Background: an optimization exercise with open tools, aiming at small area. Do not read the settings as production practice. The RTL was checked by simulation tests, not by an equivalence proof against the original design.

## before
==> flow/design.v (excerpt) <==
module rom_module(clk, rst, data, enable, sel, selec);
input clk;
input rst;
input [1:0] sel;
input selec;
output [8:0] data;
output enable;
wire tick;
divFreq #(.freq(240), .freq_out(30)) d1(clk, rst, enable, tick);
reg started;
always @(posedge clk)
	if (rst) started <= 1'b0;
	else if (tick) started <= 1'b1;
reg [5:0] aA;
reg [4:0] cA;
wire zA = (cA == 5'd0);
always @(posedge clk) begin
	if (rst) begin
		aA <= 6'd21; cA <= 5'd0;
	end else if (tick) begin
		if (zA) begin
			if (aA == 6'd3) aA <= 6'd21;
			else cA <= 5'd1;
		end else if (cA == 5'd30) begin
			aA <= aA - 6'd16; cA <= 5'd0;
		end else begin
			aA <= aA + 1'b1; cA <= {cA[3:0], ~(cA[4] ^ cA[2])};
		end
	end
end
reg [5:0] aB;
reg [4:0] cB;
wire zB = (cB == 5'd0);
always @(posedge clk) begin
	if (rst) begin
		aB <= 6'd21; cB <= 5'd0;
	end else if (tick) begin
		if (zB) begin
			if (aB == 6'd61) aB <= 6'd21;
			else cB <= 5'd1;
		end else if (cB == 5'd30) begin
			aB <= aB - 6'd16; cB <= 5'd0;
		end else begin
			aB <= aB + 1'b1; cB <= {cB[3:0], ~(cB[4] ^ cB[2])};
		end
	end
end
wire nB = (sel == 2'b01);
wire [5:0] ma = nB ? aB : aA;
wire mz = nB ? zB : zA;
wire m0 = (ma == 6'd21);
reg [8:0] mq;
always @* begin
	case (ma)
		6'd21: mq = 9'h038;
		6'd22: mq = 9'h00E;
		6'd23: mq = 9'h001;
		6'd24: mq = 9'h120;
		6'd25: mq = 9'h120;
		6'd26: mq = 9'h120;
		6'd27: mq = 9'h120;
		6'd28: mq = 9'h120;
		6'd29: mq = 9'h120;
		6'd30: mq = 9'h120;
		6'd31: mq = 9'h120;
		6'd32: mq = 9'h150;
		6'd33: mq = 9'h172;
		6'd34: mq = 9'h169;
		6'd35: mq = 9'h16D;
		6'd36: mq = 9'h165;
		6'd37: mq = 9'h172;
		6'd38: mq = 9'h16F;
		6'd39: mq = 9'h120;
		6'd40: mq = 9'h153;
		6'd41: mq = 9'h165;
		6'd42: mq = 9'h167;
		6'd43: mq = 9'h175;
		6'd44: mq = 9'h16E;
		6'd45: mq = 9'h164;
		6'd46: mq = 9'h16F;
		6'd47: mq = 9'h120;
		6'd48: mq = 9'h154;
		6'd49: mq = 9'h165;
		6'd50: mq = 9'h172;
		6'd51: mq = 9'h163;
		6'd52: mq = 9'h165;
		6'd53: mq = 9'h172;
		6'd54: mq = 9'h16F;
		6'd55: mq = 9'h120;
		6'd56: mq = 9'h123;
		6'd57: mq = 9'h123;
		6'd58: mq = 9'h123;
		6'd59: mq = 9'h123;
		6'd60: mq = nB ? 9'h123 : 9'h120;
		6'd61: mq = 9'h120;
		6'd62: mq = 9'h120;
		6'd63: mq = 9'h120;
		6'd0: mq = 9'h120;
		6'd1: mq = 9'h120;
		6'd2: mq = 9'h120;
		6'd3: mq = 9'h120;
		6'd4: mq = nB ? 9'h120 : 9'h000;
		default: mq = 9'h000;
	endcase
end
  ...
Settings: LEC_CHECK=0, ABC_AREA=1, CAP_MARGIN=20, CORE_MARGIN=2, CORE_UTILIZATION=40, GPL_TIMING_DRIVEN=0, SLEW_MARGIN=20; clock period 8.0 ns.
standard.sh (not shown) runs the stock make flow with config.mk's settings and CLKGATE_MAP_FILE= SYNTH_SCRIPT=/design/flow/synth_recipe.tcl, a recipe that flattens the netlist after the stock synthesis.
==> flow/flow/run.sh <==
#!/bin/bash
# Own layout flow: the standard layout (standard.sh) with three changes:
#  - synthesis maps the logic with a stronger area script for ABC
#    (flow/abc_area.script) in place of ORFS's abc_area.script;
#  - synthesis leaves half/full adders to ABC instead of extracting them
#    into fixed adder cells first;
#  - the port buffers are the smallest buffer, sky130_fd_sc_hd__buf_1;
#  - clock tree synthesis adds no dummy loads to balance the tree.
# Registers, their names and cells come from the standard synthesis; the
# rest of the layout is the standard flow. Each tool's full output is in
# orfs/logs/ and the whole run's output in flow_run.log.
set -euo pipefail
W=$(pwd)
cat > "$W/own_synth.tcl" <<EOT
proc abc {args} {
  set i [lsearch -exact \$args -script]
  if {\$i >= 0} { lset args [expr {\$i + 1}] {$W/flow/abc_area.script} }
  yosys abc {*}\$args
}
proc extract_fa {args} {}
source {$W/synth_recipe.tcl}
EOT
bash "$W/standard.sh" SYNTH_SCRIPT="$W/own_synth.tcl" \
  BUFFER_PORTS_ARGS="-buffer_cell sky130_fd_sc_hd__buf_1" \
  CTS_ARGS="-sink_clustering_enable -repair_clock_nets -dont_use_dummy_load" finish > "$W/flow_run.log" 2>&1
==> flow/flow/abc_area.script <==
strash
&get -n
&deepsyn -J 50 -T 1000
&put
dch -f
amap -F 4 -A 8
The flow did not stop early for before: all stages ran, and the layout cleared the timing, DRC and antenna checks.
### before -> after
--- a/flow/flow/run.sh
+++ b/flow/flow/run.sh
@@ -1,3 +1,3 @@
 #!/bin/bash
-# Own layout flow: the standard layout (standard.sh) with three changes:
+# Own layout flow: the standard layout (standard.sh) with these changes:
 #  - synthesis maps the logic with a stronger area script for ABC
Results
Re finished layout cell area: no difference whatsoever between after and before.
after vs. before: remaining antenna violation count after routing flat, sequential area share after synthesis flat.

-- re-timing with driven ports --
How much do the figures lean on ideal ports? The routed layouts below were timed once more, with nothing changed but the port constraints. Step 1, drivers: a clkbuf_16 drives clk and a buf_2 each remaining input, both assumed. Step 2 also shifts input and output timing later by t, the mid clock arrival at the registers, as if the neighbouring blocks saw the same clock. Three values: ideal ports, drivers, drivers and shift; two values: the first two.
run	shift t [ns]	slack for setup (ns)	worst setup path after step 2	cell pins on the clock port's net
before	0.303	0.875 / 0.851 / 0.851	input to output	1
after	0.303	0.875 / 0.851 / 0.851	input to output	1
After both steps every run listed still meets setup and hold.
